This design comes from an exercise in tuning for small area on the open sky130 flow, not from production work. The RTL was checked by simulation tests, not by an equivalence proof against the original design. Power figures rest on the tool's default switching activity, not on a simulated workload.

## run a
Design rf_top, start of the top module:
module rf_top(clk, reset, rot_a, rot_b, bits, line1, line2);
==> module rf_interface, before the edit <==
module rf_interface(bits, clk, rot, reset, line1, line2);
        input [3:0] bits;
        input clk, rot, reset;
        output [15:0] line1;
        output [15:0] line2;
        reg [15:0] line1;
        reg [15:0] line2;
        reg prev;
        reg par;
        reg stp1;
        reg cy;
        reg xp, dp, rg;
        reg [3:0] cnt;
        reg [2:0] cmd;
        reg [4:0] fa;
        reg [4:0] ga;
        reg [4:0] ha;
        reg [15:0] d;
        wire step = rot & ~prev;
        wire c0 = (cmd == 3'd0);
        wire c2 = (cmd == 3'd2);
        wire c3 = (cmd == 3'd3);
        wire c4 = (cmd == 3'd4);
        wire c56 = (cmd == 3'd5) | (cmd == 3'd6);
        wire c7 = (cmd == 3'd7);
        reg [3:0] ecnt;
        always @(*) begin
                case (cmd)
                        3'd0: ecnt = 4'd7;
                        3'd1: ecnt = 4'd3;
                        3'd2: ecnt = 4'd5;
                        3'd3: ecnt = 4'd9;
                        3'd4: ecnt = 4'd11;
                        3'd7: ecnt = 4'd6;
                        default: ecnt = 4'd7;
                endcase
        end
        wire idle = (cnt == 4'd0);
        wire [3:0] cnt1 = cnt + 4'd1;
        wire exec = xp;
        wire disp = dp;
        wire sw = (ga == ha);           
        wire aw = (fa == ha);           
        wire [4:0] raddr = rg ? ga : fa;
        wire rg_next = (c2 & (cnt1 == 4'd6)) | (c56 & (cnt1 >= 4'd6)) |
                       (c4 & (((cnt1 == 4'd11) & sw) | ((cnt1 == 4'd12) & ~sw)));
        wire [31:0] rsel = 32'd1 << raddr;
        wire [15:0] raw [0:31];
        wire [15:0] rraw;
        genvar k, j;
        generate
                for (j = 0; j < 16; j = j + 1) begin : g_rd
                        wire [10:0] n;
                        for (k = 0; k < 10; k = k + 1) begin : g_t
                                rd3 U(rsel[3*k], raw[3*k][j], rsel[3*k+1], raw[3*k+1][j],
                                      rsel[3*k+2], raw[3*k+2][j], n[k]);
                        end
                        rd2 V(rsel[30], raw[30][j], rsel[31], raw[31][j], n[10]);
                        assign rraw[j] = ~&n;
                end
        endgenerate
        wire [15:0] rdata = rraw ^ {16{par}};
        wire sub = ~cmd[0];
        wire nib_hi = cnt[0];           
        wire [1:0] nk = {nib_hi, step};
        wire [3:0] ynib = (nk == 2'd0) ? rdata[3:0] : (nk == 2'd1) ? rdata[7:4] :
                          (nk == 2'd2) ? rdata[11:8] : rdata[15:12];
        wire [3:0] sum4;
        wire cout4;
        sixteen_arithmetic S0(d[3:0], ynib, sub, (nk == 2'd0) ? sub : cy, sum4, cout4);
        wire add_edge = c56 & ((cnt == 4'd6) | (cnt == 4'd7)) & (step | stp1);
        wire [15:0] res;
        left_shift LEFT(d, c7 & ha[3], res);
        wire ld_r = (c56 | c7) ? (cnt == 4'd5) : exec;
        wire we = step & ~reset & ((exec & (c0 | c3 | c4)) | (disp & (c56 | c7)));
        wire [4:0] waddr = c0 ? fa : ((c3 | c7) ? ga : ha);
        wire [31:0] wsel = {32{we}} & (32'd1 << waddr);
        wire [15:0] wcol = res ^ {16{par}};
        genvar r, b;
        generate
                for (r = 0; r < 32; r = r + 1) begin : g_row
                        reg [15:0] q;
                        wire [15:0] nxt;
                        for (b = 0; b < 16; b = b + 1) begin : g_bit
                                rf_bit U(q[b], wsel[r], ~wsel[r], wcol[b], nxt[b]);
                        end
                        always @(posedge clk)
                                q <= nxt;
                        assign raw[r] = q;
                end
        endgenerate
        wire l1addr = ~(c2 | c4);
        wire [4:0] l1a = (c56 ? ha : (c7 ? ga : fa));
        wire l1r = c4 & sw & ~aw;
        wire l2r = c0 | c2 | (c4 & ~sw);
        always @(posedge clk) begin
                prev <= rot;
                par <= ~par;
                stp1 <= step;
                if (reset) begin
                        cnt <= 4'd0;
                        xp <= 1'b0;
                        dp <= 1'b0;
                end else if (step) begin
                        if (idle) begin
                                cmd <= bits[2:0];
                                cnt <= 4'd1;
                        end else if (disp)
                                cnt <= 4'd0;
                        else
                                cnt <= cnt1;
                        xp <= ~idle & ~disp & (cnt1 == ecnt);
                        dp <= exec;
                end
                if (step)
                        rg <= rg_next;
                if (add_edge)
                        cy <= cout4;
                if (step) begin
                        if (cnt == 4'd1) fa[3:0] <= bits;
                        if (cnt == 4'd2) fa[4] <= bits[0];
                        if (cnt == 4'd3) ga[3:0] <= bits;
                        if (cnt == 4'd4) ga[4] <= bits[0];
                        if (cnt == 4'd5) ha[3:0] <= bits;
                        if (cnt == 4'd6) ha[4] <= bits[0];
                        if (ld_r)
                                d <= rdata;
                        else if (c7 & exec) begin
                                if (ha[1]) d <= {d[13:0], 2'b0};
                        end else
                                d <= {add_edge ? sum4 : bits, d[15:4]};
                end else if (add_edge) begin
                        d <= {sum4, d[15:4]};
                end else if (stp1 & c7 & (cnt == 4'd6)) begin
                        if (ha[0]) d <= {d[14:0], 1'b0};
                end else if (stp1 & c7 & disp) begin
                        if (ha[2]) d <= {d[11:0], 4'b0};
                end
                if (step & ~reset & disp) begin
                        line1 <= l1addr ? {11'b0, l1a} : (l1r ? rdata : d);
                        line2 <= l2r ? rdata : res;
                end
        end
endmodule
==> module rf_bit, before the edit <==
module rf_bit(q, sel, nsel, c, y);
        input q, sel, nsel, c;
        output y;
        assign y = ~((q | sel) & (nsel | c));
endmodule
export LEC_CHECK = 0
export CAP_MARGIN = 20
export CORE_MARGIN = 2
export CORE_UTILIZATION = 40
export CTS_CLUSTER_DIAMETER = 100
export CTS_CLUSTER_SIZE = 26
export PLACE_DENSITY = 0.75
export SLEW_MARGIN = 20
export SYNTH_HIERARCHICAL = 1
create_clock -name core_clock -period 7.5 [get_ports {clk}]
standard.sh (not shown) runs the stock make flow with config.mk's settings and CLKGATE_MAP_FILE= SYNTH_SCRIPT=/design/flow/synth_recipe.tcl, a recipe that flattens the netlist after the stock synthesis.
==> flow/flow/run.sh <==
#!/bin/bash
# The standard layout (standard.sh), with one change: the ports are
# buffered with sky130_fd_sc_hd__buf_1 instead of the default port buffer.
# make's output goes to make.log here; ORFS keeps each step's own log under
# orfs/logs/.
set -euo pipefail
cd "$(dirname "$0")/.."
bash standard.sh "BUFFER_PORTS_ARGS=-buffer_cell sky130_fd_sc_hd__buf_1" finish > make.log 2>&1
Setup changes, run a to run b
--- a/flow/design.v
+++ b/flow/design.v
@@ -44,9 +44,8 @@
         output [15:0] line2;
         reg [15:0] line1;
         reg [15:0] line2;
         reg prev;
-        reg par;
         reg stp1;
         reg cy;
         reg xp, dp, rg;
         reg [3:0] cnt;
@@ -97,9 +96,9 @@
                         rd2 V(rsel[30], raw[30][j], rsel[31], raw[31][j], n[10]);
                         assign rraw[j] = ~&n;
                 end
         endgenerate
-        wire [15:0] rdata = rraw ^ {16{par}};
+        wire [15:0] rdata = rraw;
         wire sub = ~cmd[0];
         wire nib_hi = cnt[0];           
         wire [1:0] nk = {nib_hi, step};
         wire [3:0] ynib = (nk == 2'd0) ? rdata[3:0] : (nk == 2'd1) ? rdata[7:4] :
@@ -113,9 +112,9 @@
         wire ld_r = (c56 | c7) ? (cnt == 4'd5) : exec;
         wire we = step & ~reset & ((exec & (c0 | c3 | c4)) | (disp & (c56 | c7)));
         wire [4:0] waddr = c0 ? fa : ((c3 | c7) ? ga : ha);
         wire [31:0] wsel = {32{we}} & (32'd1 << waddr);
-        wire [15:0] wcol = res ^ {16{par}};
+        wire [15:0] wcol = res;
         genvar r, b;
         generate
                 for (r = 0; r < 32; r = r + 1) begin : g_row
                         reg [15:0] q;
@@ -133,9 +132,8 @@
         wire l1r = c4 & sw & ~aw;
         wire l2r = c0 | c2 | (c4 & ~sw);
         always @(posedge clk) begin
                 prev <= rot;
-                par <= ~par;
                 stp1 <= step;
                 if (reset) begin
                         cnt <= 4'd0;
                         xp <= 1'b0;
@@ -193,9 +191,9 @@
 endmodule
 module rf_bit(q, sel, nsel, c, y);
         input q, sel, nsel, c;
         output y;
-        assign y = ~((q | sel) & (nsel | c));
+        assign y = (q & nsel) | (c & sel);
 endmodule
 module rf_top(clk, reset, rot_a, rot_b, bits, line1, line2);
         input clk, reset, rot_a, rot_b;
         input [3:0] bits;
Findings:
On logic gate share of total power, the lower figure sits with run b, not run a.
Going from run a to run b, data arrival time of the critical path went up, vertical die dimension went up 2.0%.
Run b gives less number of nets produced by synthesis than run a did.
Compared with run a, run b shows total global-route track usage lower by 0.18 points.
In run b, clock-buffer cell count is higher than in run a.
Portion of total power attributed to the clock network: higher on run b
Run b against run a: switching power as a share of total power grew by 0.33 points, sequential cell count did not really move, relative contribution of sequential cells to total power comparable, die outline area shows an increase of about 4%, post-layout instance count excluding filler cells has remained practically unchanged.

== sierra ==
The RTL this note starts from:
==> flow/design.v <==
module full_adder(a, b, c, s, cout);
        input a, b, c;
        output s, cout;
        assign s = a ^ b ^ c;
        assign cout = (a & b) | (b & c) | (c & a);
endmodule
module sixteen_arithmetic(A, B, op, cin, R, cout);
        input [7:0] A;
        input [7:0] B;
        input op, cin;
        output [7:0] R;
        output cout;
        wire [8:0] C;
        assign C[0] = cin;
        assign cout = C[8];
        genvar i;
        generate
                for (i = 0; i < 8; i = i + 1) begin : g_fa
                        full_adder F(A[i], B[i] ^ op, C[i], R[i], C[i+1]);
                end
        endgenerate
endmodule
module left_shift(A, s, R);
        input [15:0] A;
        input s;
        output [15:0] R;
        assign R = s ? {A[7:0], 8'b0} : A;
endmodule
module detector(clk, rot_a, rot_b, rot);
        input clk, rot_a, rot_b;
        output rot;
        reg rot;
        always @(posedge clk) begin
                if (rot_a & rot_b)
                        rot <= 1'b1;
                else if (~rot_a & ~rot_b)
                        rot <= 1'b0;
        end
endmodule
module rf_interface(bits, clk, rot, reset, line1, line2);
        input [3:0] bits;
        input clk, rot, reset;
        output [15:0] line1;
        output [15:0] line2;
        reg [15:0] line1;
        reg [15:0] line2;
        reg prev;
        reg par;
        reg stp1;
        reg c8;
        reg xp, dp, rg;
        reg [3:0] cnt;
        reg [2:0] cmd;
        reg [4:0] fa;
        reg [4:0] ga;
        reg [4:0] ha;
        reg [15:0] d;
        wire step = rot & ~prev;
        wire c0 = (cmd == 3'd0);
        wire c2 = (cmd == 3'd2);
        wire c3 = (cmd == 3'd3);
        wire c4 = (cmd == 3'd4);
        wire c56 = (cmd == 3'd5) | (cmd == 3'd6);
        wire c7 = (cmd == 3'd7);
        reg [3:0] ecnt;
        always @(*) begin
                case (cmd)
                        3'd0: ecnt = 4'd7;
                        3'd1: ecnt = 4'd3;
                        3'd2: ecnt = 4'd5;
                        3'd3: ecnt = 4'd9;
                        3'd4: ecnt = 4'd11;
                        3'd7: ecnt = 4'd6;
                        default: ecnt = 4'd7;
                endcase
        end
        wire idle = (cnt == 4'd0);
        wire [3:0] cnt1 = cnt + 4'd1;
        wire exec = xp;
        wire disp = dp;
        wire sw = (ga == ha);           
        wire aw = (fa == ha);           
        wire [4:0] raddr = rg ? ga : fa;
        wire rg_next = (c2 & (cnt1 == 4'd6)) | (c56 & (cnt1 >= 4'd6)) |
                       (c4 & (((cnt1 == 4'd11) & sw) | ((cnt1 == 4'd12) & ~sw)));
        wire [31:0] rsel = 32'd1 << raddr;
        wire [15:0] raw [0:31];
        wire [15:0] rraw;
        genvar k, j;
        generate
                for (j = 0; j < 16; j = j + 1) begin : g_rd
                        wire [10:0] n;
                        for (k = 0; k < 10; k = k + 1) begin : g_t
                                rd3 U(rsel[3*k], raw[3*k][j], rsel[3*k+1], raw[3*k+1][j],
                                      rsel[3*k+2], raw[3*k+2][j], n[k]);
                        end
                        rd2 V(rsel[30], raw[30][j], rsel[31], raw[31][j], n[10]);
                        assign rraw[j] = ~&n;
                end
        endgenerate
        wire [15:0] rdata = rraw ^ {16{par}};
        wire sub = ~cmd[0];
        wire [7:0] sum_lo;
        wire [7:0] sum_hi;
        wire cout_lo, cout_hi;
        sixteen_arithmetic S0(d[7:0], rdata[7:0], sub, sub, sum_lo, cout_lo);
        sixteen_arithmetic S1(d[15:8], rdata[15:8], sub, c8, sum_hi, cout_hi);
        wire [15:0] res;
        left_shift LEFT(d, c7 & ha[3], res);
        wire ld_r = (c56 | c7) ? (cnt == 4'd5) : exec;
        wire add_hi = c56 & (cnt == 4'd6);
        wire hold_d = c56 & exec;
        wire we = step & ~reset & ((exec & (c0 | c3 | c4)) | (disp & (c56 | c7)));
        wire [4:0] waddr = c0 ? fa : ((c3 | c7) ? ga : ha);
        wire [31:0] wsel = {32{we}} & (32'd1 << waddr);
        wire [15:0] wcol = res ^ {16{par}};
        genvar r, b;
        generate
                for (r = 0; r < 32; r = r + 1) begin : g_row
                        reg [15:0] q;
                        wire [15:0] nxt;
                        for (b = 0; b < 16; b = b + 1) begin : g_bit
                                rf_bit U(q[b], wsel[r], ~wsel[r], wcol[b], nxt[b]);
                        end
                        always @(posedge clk)
                                q <= nxt;
                        assign raw[r] = q;
                end
        endgenerate
        wire l1addr = ~(c2 | c4);
        wire [4:0] l1a = (c56 ? ha : (c7 ? ga : fa));
        wire l1r = c4 & sw & ~aw;
        wire l2r = c0 | c2 | (c4 & ~sw);
        always @(posedge clk) begin
                prev <= rot;
                par <= ~par;
                stp1 <= step;
                if (reset) begin
                        cnt <= 4'd0;
                        xp <= 1'b0;
                        dp <= 1'b0;
                end else if (step) begin
                        if (idle) begin
                                cmd <= bits[2:0];
                                cnt <= 4'd1;
                        end else if (disp)
                                cnt <= 4'd0;
                        else
                                cnt <= cnt1;
                        xp <= ~idle & ~disp & (cnt1 == ecnt);
                        dp <= exec;
                end
                if (step)
                        rg <= rg_next;
                if (step) begin
                        if (cnt == 4'd1) fa[3:0] <= bits;
                        if (cnt == 4'd2) fa[4] <= bits[0];
                        if (cnt == 4'd3) ga[3:0] <= bits;
                        if (cnt == 4'd4) ga[4] <= bits[0];
                        if (cnt == 4'd5) ha[3:0] <= bits;
                        if (cnt == 4'd6) ha[4] <= bits[0];
                        if (ld_r)
                                d <= rdata;
                        else if (add_hi)
                                d[15:8] <= sum_hi;
                        else if (c7 & exec) begin
                                if (ha[1]) d <= {d[13:0], 2'b0};
                        end else if (~hold_d)
                                d <= {bits, d[15:4]};
                end else if (stp1 & c56 & (cnt == 4'd6)) begin
                        d[7:0] <= sum_lo;
                        c8 <= cout_lo;
                end else if (stp1 & c7 & (cnt == 4'd6)) begin
                        if (ha[0]) d <= {d[14:0], 1'b0};
                end else if (stp1 & c7 & disp) begin
                        if (ha[2]) d <= {d[11:0], 4'b0};
                end
                if (step & ~reset & disp) begin
                        line1 <= l1addr ? {11'b0, l1a} : (l1r ? rdata : d);
                        line2 <= l2r ? rdata : res;
                end
        end
endmodule
module rd3(a1, b1, a2, b2, a3, b3, y);
        input a1, b1, a2, b2, a3, b3;
        output y;
        assign y = ~((a1 & b1) | (a2 & b2) | (a3 & b3));
endmodule
module rd2(a1, b1, a2, b2, y);
        input a1, b1, a2, b2;
        output y;
        assign y = ~((a1 & b1) | (a2 & b2));
endmodule
module rf_bit(q, sel, nsel, c, y);
        input q, sel, nsel, c;
        output y;
        assign y = ~((q | sel) & (nsel | c));
endmodule
module rf_top(clk, reset, rot_a, rot_b, bits, line1, line2);
        input clk, reset, rot_a, rot_b;
        input [3:0] bits;
        output [15:0] line1;
        output [15:0] line2;
        wire rot;
        detector D0(clk, rot_a, rot_b, rot);
        rf_interface I0(bits, clk, rot, reset, line1, line2);
endmodule
export LEC_CHECK = 0
export CAP_MARGIN = 20
export CORE_MARGIN = 2
export CORE_UTILIZATION = 40
export CTS_CLUSTER_DIAMETER = 100
export CTS_CLUSTER_SIZE = 26
export SLEW_MARGIN = 20
export SYNTH_HIERARCHICAL = 1
create_clock -name core_clock -period 7.5 [get_ports {clk}]
Scripts as last shown in full above: flow/flow/run.sh
Input changes introduced in lagoon (baseline for comparison: sierra):
-- flow/design.v --
<<< sierra, line 6
endmodule
module sixteen_arithmetic(A, B, op, cin, R, cout);
        input [7:0] A;
        input [7:0] B;
        input op, cin;
        output [7:0] R;
        output cout;
        wire [8:0] C;
        assign C[0] = cin;
        assign cout = C[8];
        genvar i;
        generate
                for (i = 0; i < 8; i = i + 1) begin : g_fa
                        full_adder F(A[i], B[i] ^ op, C[i], R[i], C[i+1]);
                end
>>> lagoon, line 6
endmodule
module sixteen_arithmetic(A, B, op, cin, R, cout);
        input [3:0] A;
        input [3:0] B;
        input op, cin;
        output [3:0] R;
        output cout;
        wire [4:0] C;
        assign C[0] = cin;
        assign cout = C[4];
        genvar i;
        generate
                for (i = 0; i < 4; i = i + 1) begin : g_fa
                        full_adder F(A[i], B[i] ^ op, C[i], R[i], C[i+1]);
                end
<<< sierra, line 46
        reg [15:0] line2;
        reg prev;
        reg par;
        reg stp1;
        reg c8;
        reg xp, dp, rg;
        reg [3:0] cnt;
>>> lagoon, line 46
        reg [15:0] line2;
        reg prev;
        reg stp1;
        reg cy;
        reg xp, dp, rg;
        reg [3:0] cnt;
<<< sierra, line 99
                end
        endgenerate
        wire [15:0] rdata = rraw ^ {16{par}};
        wire sub = ~cmd[0];
        wire [7:0] sum_lo;
        wire [7:0] sum_hi;
        wire cout_lo, cout_hi;
        sixteen_arithmetic S0(d[7:0], rdata[7:0], sub, sub, sum_lo, cout_lo);
        sixteen_arithmetic S1(d[15:8], rdata[15:8], sub, c8, sum_hi, cout_hi);
        wire [15:0] res;
        left_shift LEFT(d, c7 & ha[3], res);
        wire ld_r = (c56 | c7) ? (cnt == 4'd5) : exec;
        wire add_hi = c56 & (cnt == 4'd6);
        wire hold_d = c56 & exec;
        wire we = step & ~reset & ((exec & (c0 | c3 | c4)) | (disp & (c56 | c7)));
        wire [4:0] waddr = c0 ? fa : ((c3 | c7) ? ga : ha);
        wire [31:0] wsel = {32{we}} & (32'd1 << waddr);
        wire [15:0] wcol = res ^ {16{par}};
        genvar r, b;
        generate
>>> lagoon, line 98
                end
        endgenerate
        wire [15:0] rdata = rraw;
        wire sub = ~cmd[0];
        wire nib_hi = cnt[0];           
        wire [1:0] nk = {nib_hi, step};
        wire [3:0] ynib = (nk == 2'd0) ? rdata[3:0] : (nk == 2'd1) ? rdata[7:4] :
                          (nk == 2'd2) ? rdata[11:8] : rdata[15:12];
        wire [3:0] sum4;
        wire cout4;
        sixteen_arithmetic S0(d[3:0], ynib, sub, (nk == 2'd0) ? sub : cy, sum4, cout4);
        wire add_edge = c56 & ((cnt == 4'd6) | (cnt == 4'd7)) & (step | stp1);
        wire [15:0] res;
        left_shift LEFT(d, c7 & ha[3], res);
        wire ld_r = (c56 | c7) ? (cnt == 4'd5) : exec;
        wire we = step & ~reset & ((exec & (c0 | c3 | c4)) | (disp & (c56 | c7)));
        wire [4:0] waddr = c0 ? fa : ((c3 | c7) ? ga : ha);
        wire [31:0] wsel = {32{we}} & (32'd1 << waddr);
        wire [15:0] wcol = res;
        genvar r, b;
        generate
<<< sierra, line 134
        always @(posedge clk) begin
                prev <= rot;
                par <= ~par;
                stp1 <= step;
                if (reset) begin
>>> lagoon, line 134
        always @(posedge clk) begin
                prev <= rot;
                stp1 <= step;
                if (reset) begin
<<< sierra, line 153
                if (step)
                        rg <= rg_next;
                if (step) begin
                        if (cnt == 4'd1) fa[3:0] <= bits;
>>> lagoon, line 152
                if (step)
                        rg <= rg_next;
                if (add_edge)
                        cy <= cout4;
                if (step) begin
                        if (cnt == 4'd1) fa[3:0] <= bits;
<<< sierra, line 162
                        if (ld_r)
                                d <= rdata;
                        else if (add_hi)
                                d[15:8] <= sum_hi;
                        else if (c7 & exec) begin
                                if (ha[1]) d <= {d[13:0], 2'b0};
                        end else if (~hold_d)
                                d <= {bits, d[15:4]};
                end else if (stp1 & c56 & (cnt == 4'd6)) begin
                        d[7:0] <= sum_lo;
                        c8 <= cout_lo;
                end else if (stp1 & c7 & (cnt == 4'd6)) begin
                        if (ha[0]) d <= {d[14:0], 1'b0};
>>> lagoon, line 163
                        if (ld_r)
                                d <= rdata;
                        else if (c7 & exec) begin
                                if (ha[1]) d <= {d[13:0], 2'b0};
                        end else
                                d <= {add_edge ? sum4 : bits, d[15:4]};
                end else if (add_edge) begin
                        d <= {sum4, d[15:4]};
                end else if (stp1 & c7 & (cnt == 4'd6)) begin
                        if (ha[0]) d <= {d[14:0], 1'b0};
<<< sierra, line 195
        input q, sel, nsel, c;
        output y;
        assign y = ~((q | sel) & (nsel | c));
endmodule
module rf_top(clk, reset, rot_a, rot_b, bits, line1, line2);
>>> lagoon, line 193
        input q, sel, nsel, c;
        output y;
        assign y = (q & nsel) | (c & sel);
endmodule
module rf_top(clk, reset, rot_a, rot_b, bits, line1, line2);
lagoon ran to completion and came out clean on the timing, design-rule and antenna checks.
Between sierra and lagoon, number of distinct library cells after synthesis is higher for lagoon, sierra comes in under that.
lagoon against sierra: via count of the first global-routing pass fell by 1.4%, later-pin clock latency in the skew report rose by 0.02 ns, final cell count without fillers fell by about 0.66%, via count rose by about 1.2%, power dissipated by switching net loads rose by 3.8%.
In lagoon the detailed-route vias per instance turned out about 1.9% higher than in sierra.
Across both runs, post-route cell area was higher for lagoon than for sierra.
Re part of the total power dissipated in combinational logic: sierra and lagoon aren't equal, and the lower value belongs to lagoon.

## re-timing with driven ports
No port has a modelled driver above. Below, the same layouts with a new extraction and two added sets of constraints.
Step 1: set_driving_cell puts a clkbuf_16 on clk and a buf_2 on each other input, an assumption about the parent block.
Step 2 also shifts input and output timing later by t, the mid clock arrival at the registers, as if the neighbouring blocks saw the same clock.
Three values: no drivers, after step 1, after step 2; two values: the first two.
run | t (ns) | setup WS [ns] | worst hold slack (ns) | clock arrival spread, ns | worst register clock-pin slew, ns
run a | 0.661 | 0.732 / 0.732 / 0.732 | 0.393 / 0.393 / 0.393 | 0.020 / 0.020 | 0.11 / 0.11
run b | 0.656 | 0.771 / 0.771 / 0.771 | 0.411 / 0.411 / 0.411 | 0.044 / 0.044 | 0.12 / 0.12
sierra | 0.657 | 0.583 / 0.583 / 0.583 | 0.382 / 0.382 / 0.382 | 0.025 / 0.025 | 0.11 / 0.11
lagoon | 0.673 | 1.005 / 1.005 / 1.005 | 0.399 / 0.399 / 0.399 | 0.031 / 0.032 | 0.11 / 0.11
After both steps setup and hold are still met in every run listed.
